This is an optimization exercise on Yosys and OpenROAD, whose aim is small area and a short achievable clock period, not a production implementation.
No functional check of the RTL was part of any run shown here.

==> flow/design.v, too long to show whole: its modules and the start of the top module <==
// module ROTATING_VECTORING: 3613 lines
module ROTATING_VECTORING(clk, xi, yi, xf, yf);
  // ...
==> flow/run.sh <==
#!/bin/bash
# synth_recipe.tcl (not shown) runs the flow's synth.tcl, then flattens the netlist and writes it again
# the make line also repeats each setting of config.mk as NAME=value (left out here)
make -C /OpenROAD-flow-scripts/flow DESIGN_CONFIG=/design/flow/config.mk WORK_HOME=/design/flow/orfs CLKGATE_MAP_FILE= SYNTH_SCRIPT=/design/flow/synth_recipe.tcl finish
==> flow/config.mk <==
export PLATFORM = sky130hd
export DESIGN_NAME = ROTATING_VECTORING
export DESIGN_NICKNAME = ROTATING_VECTORING
export VERILOG_FILES = /design/flow/design.v
export SDC_FILE = /design/flow/constraint.sdc
export NUM_CORES = 4
export LEC_CHECK = 0
export CAP_MARGIN = 20
export CORE_MARGIN = 2
export CORE_UTILIZATION = 40
export SETUP_SLACK_MARGIN = 5
export SLEW_MARGIN = 20
==> flow/constraint.sdc <==
create_clock -name core_clock -period 8.0 [get_ports {clk}]
set_input_delay 1.6000 -clock core_clock [delete_from_list [all_inputs] [get_ports {clk}]]
set_output_delay 1.6000 -clock core_clock [all_outputs]
set_load 0.01 [all_outputs]
==> flow_summary_export.csv, run 1 <==
group,metric,value,unit
outcome,status,"finished clean",
cells_and_area,final_area,36700,µm²
global_routing,busiest_layer,"met2",
drt,wl_met2,32200,µm
timing,timing.setup.tns,0,ns
critical_path,worst-r2r-cell-count,12,
critical_path,worst-path-buf-inv,1,
synthesis,synth-edff-count,0,
clocking,clock_sinks,481,
clocking,holdBufCountCts,0,
synthesis,synth_nets,3652,
synthesis,yosysMostFrequentCell,"dfxtp_1",
drt,detail_route.vias_per_cell,5.02,
critical_path,path_class,"reg -> reg",
drt,post_drt_wl_per_cell,15.1,µm
clocking,cts_resized,221,
drt,postRouteAntennaNets,0,
timing,slew_violations,0,
cells_and_area,n_all_buffers,223,
clocking,clk_latency,0.60,ns
cells_and_area,finalNonFillerCells,4403,
drt,wirelength,66400,µm
place,gp_congestion,0.845,
critical_path,worst-path-max-fanout,8,
cells_and_area,nMultiInputCombCells,2516,
cells_and_area,multi_input_area,21300,µm²
cells_and_area,sh_seq_area,0.263,
synthesis,synth_cell_types,97,
cells_and_area,areaGrowthSynthToFinish,21.6,%
cells_and_area,final-nonclk-buf-share,0.0609,
floorplanning,die_width,279,µm
critical_path,startpoint,"ve0",
cells_and_area,final_nets,3860,
clocking,path_clk_slew,0.06,ns
global_routing,grt_pass1_vias,21700,
clocking,cts_tree,"built",
==> run 2, diff against run 1 <==
--- a/flow/config.mk
+++ b/flow/config.mk
@@ -7,6 +7,6 @@
 export LEC_CHECK = 0
 export CAP_MARGIN = 20
 export CORE_MARGIN = 2
-export CORE_UTILIZATION = 40
+export CORE_UTILIZATION = 60
 export SETUP_SLACK_MARGIN = 5
 export SLEW_MARGIN = 20
==> run 2 against run 1 <==
  * Critical endpoint is now rx1[14]
  * Critical path type is now in -> reg
  * Largest cell class unchanged
  * Count of clock-buffer cells in the layout shrank 10
  * Critical path depth did not move
==> flow_summary_export.csv, run 2 <==
group,metric,value,unit
synthesis,synthTopCellsByArea,"dfxtp_1 (32%), ha_1 (17%), xnor2_1 (11%), xor2_1 (7.2%), nor2_1 (3.1%)",
synthesis,yosysMostFrequentCell,"dfxtp_1",
global_routing,grt_use_met1,0.312,
cells_and_area,ff_latch_area,9660,µm²
floorplanning,die_width,228,µm
global_routing,grt_pass1_vias,23500,
place,dp_hpwl,52800,µm
synthesis,ys_warn_count,1,
timing,timing.final.crit_share,0.421,
clocking,clock_sinks,481,
floorplanning,dieArea,52200,µm²
synthesis,syn_area_per_cell,9.48,µm²
cells_and_area,nFillCells,3696,
worst_hold_path,hold_path.class,"reg -> reg",
synthesis,synth-edff-count,0,
global_routing,track_usage,0.264,
synthesis,synth_cell_types,97,
global_routing,grt_overflow,0,
drt,drt_first_pass_iters,6,
synthesis,ys_seq_area_frac,0.319,
drt,post_drt_wl_per_cell,17.7,µm
timing,worst_pin_slew,0.977,ns
critical_path,path_class,"in -> reg",
clocking,cts_tree,"built",
critical_path,max_stage_delay,0.48,ns
critical_path,critPathTopFamily,"compound AO/OA/AOI/OAI gates",
cells_and_area,final_nets,3874,
cells_and_area,final_common_cell,"dfxtp_1",
synthesis,yosys-top-cells-count,"dfxtp_1 (481), ha_1 (406), xnor2_1 (382)",
timing,max_freq,297,MHz
drt,via_count,23300,
critical_path,crit_chain,"buf_12, ha_4, fa_2, a21oi_2, o21ai_1, a21oi_2, nor2_1, o21a_1, o311ai_4, a31oi_2, or4b_1, nand3_1",
place,port_buffers,64,
timing,max-slew-margin-rel,0.346,
clocking,cts_buffer_depth,3,
drt,wirelength,72900,µm
synthesis,syn_inst,3187,
synthesis,synth_seq_cells,481,
timing,setup_viol,0,
synthesis,ys_async_sr_fraction,0,
clocking,numCtsBuffers,52,
run,max-cap-violations,0,
timing,grt_setup_unrepaired,"yes",
drt,postRouteAntennaNets,0,
critical_path,worstPathRequired,8.54,ns
drt,detail_route.vias_per_cell,5.66,
floorplanning,die_h,228,µm
cells_and_area,areaGrowthSynthToFinish,20.5,%
place,gp_congestion,0.920,
floorplanning,core,50000,µm²
clocking,path_clk_slew,0.06,ns
critical_path,worst-path-buf-inv,1,
synthesis,syn_area,30200,µm²
global_routing,grtUsageMet3,0.0352,
timing,finClkSkew,0.0162,ns
synthesis,yosys.area.top_type,"dfxtp_1",
timing,final-hold-violation-count,0,
clocking,holdBufCountCts,0,
critical_path,slowest_stage,"or4b_1",
clocking,clk_latency,0.60,ns
cells_and_area,antenna_cells,0,
critical_path,cp.arrival,3.91,ns
floorplanning,fp-row-count,82,
timing,period_minus_slack,3.37,ns
global_routing,grt_pass1_wl,115000,µm
global_routing,busiest_layer,"met2",
timing,slew_violations,0,
synthesis,synth_top_area_share,0.319,
cells_and_area,final_cell_mix,"dfxtp_1 (467), ha_1 (382), xnor2_1 (369)",
critical_path,worst-path-max-fanout,2,
drt,drc,0,
critical_path,worst_setup_path_start_kind,"primary input",
clocking,ctsRootBufferMaster,"clkbuf_16",
critical_path,worstSetupEndpointType,"register",
cells_and_area,drive_gt1_frac,0.159,
global_routing,grt_max_degree,38,
synthesis,synth_nets,3652,
floorplanning,io_pins,65,
global_routing,grt_antenna_before_repair,0,
critical_path,crit_top_cell,"a21oi_2",
cells_and_area,multi_input_area,21200,µm²
timing,timing.setup.tns,0,ns
drt,drtIter0Drc,1130,
global_routing,met2_usage,0.477,
floorplanning,start_util,0.605,
clocking,cts_max_level,2,
outcome,status,"finished clean",
synthesis,synth_ff_type,"dfxtp_1",
## run 2: cell counts after synthesis
No cell type changed its count.
## run 2: final timing paths
| path | startpoint | end | slack, ns | cells past startpoint |
|---|---|---|---|---|
| setup / recovery | xi[0] | rx1[14] | 4.63 | 12 |
| hold / removal | vE5[3] | vE6[3] | 0.31 | 0 |
| setup reg to reg | ve0 | vy2[15] | 4.64 | 12 |
| hold reg to reg | vE5[3] | vE6[3] | 0.31 | 0 |
## run 2: logic make-up after synthesis
kind of cell,Yosys count,share of synthesized area
AO/OA/AOI/OAI,596,0.136
XOR/XNOR,631,0.183
adder cells (fa/ha/maj),445,0.190
buffers and inverters,190,0.0241
flip-flops,481,0.319
multiplexers,41,0.0154
AND/OR/NAND/NOR,803,0.133
## run 2: routing by layer
metal | part of all wire | vias to the layer above
met5 | 0 | -
met4 | 0.043 | 0
met3 | 0.034 | 178
met2 | 0.50 | 466
met1 | 0.43 | 11000
li1 | - | 11700
## run 2: through the flow
stage           util  cell area, µm²  worst slack [ns]  std cells  hold slack [ns]
2_1_floorplan      -           30700              4.31       3187            0.310
3_3_place_gp   0.637           31800              3.32       3864            0.310
3_5_place_dp   0.637           31800              3.30       3864            0.312
4_1_cts        0.697           34800              4.57       4031            0.310
5_1_grt        0.729           36400              4.55       4123            0.331
6_report       0.729           36400              4.63       4123            0.309
## run 2: what timing repair did
| item | 4_1_cts | 5_1_grt |
|---|---|---|
| endpoints found under the hold margin | 0 | 0 |
| pin swaps | 83 | 115 |
| endpoints found under the setup margin | 189 | 118 |
| buffers inserted | 68 | 87 |
| cloned | 3 | 5 |
| gates resized for setup | 211 | 142 |
## run 2: worst reg2reg max path: cells and delay by family (launching register included)
family	cells	cell delay, ns
flops	1	0.38
xor+xnor	1	0.16
simple gates	1	0.52
mux	1	0.34
fa+ha+maj	1	0.17
compound gates	7	1.54
buf+inv	1	0.14
## run 2: area by class of cell
class	count	area share
clock buffers	64	0.0386
clock inverters	32	0.0119
inverters	119	0.0142
multi-input cells	2516	0.583
flip-flops and latches	481	0.265
well taps	672	0.0231
repair buffers	239	0.0639

## re-timing with driven ports
The flow's constraints put no driver on any port. The routed layouts listed below were extracted and timed again, unchanged, in two steps.
Step 1 (the two cells are an assumption about what drives the block):
set clk [get_ports {clk}]
set_driving_cell -lib_cell sky130_fd_sc_hd__clkbuf_16 $clk
set_driving_cell -lib_cell sky130_fd_sc_hd__buf_2 [delete_from_list [all_inputs] $clk]
Step 2 adds t to the input delays and takes it off the output delays; t is the mean of the earliest and latest rising clock arrival at the registers after step 1. Input paths then give back, and output paths get back, about the clock's delay inside the block.
Three values: ideal, step 1, step 2; two values: the first two.
run | t, ns | setup WS [ns] | worst setup path after step 2 | clock arrival spread, ns | cell pins on the clock port's net
run 1 | 0.652 | 4.633 / 4.633 / 4.024 | input to register | 0.020 / 0.020 | 1
run 2 | 0.655 | 4.635 / 4.637 / 3.983 | input to register | 0.019 / 0.018 | 1
After both steps setup and hold are still met in every run listed. For run 2, which loses most, drivers alone change the setup slack by +0.002 ns; drivers and shift together by -0.652 ns.
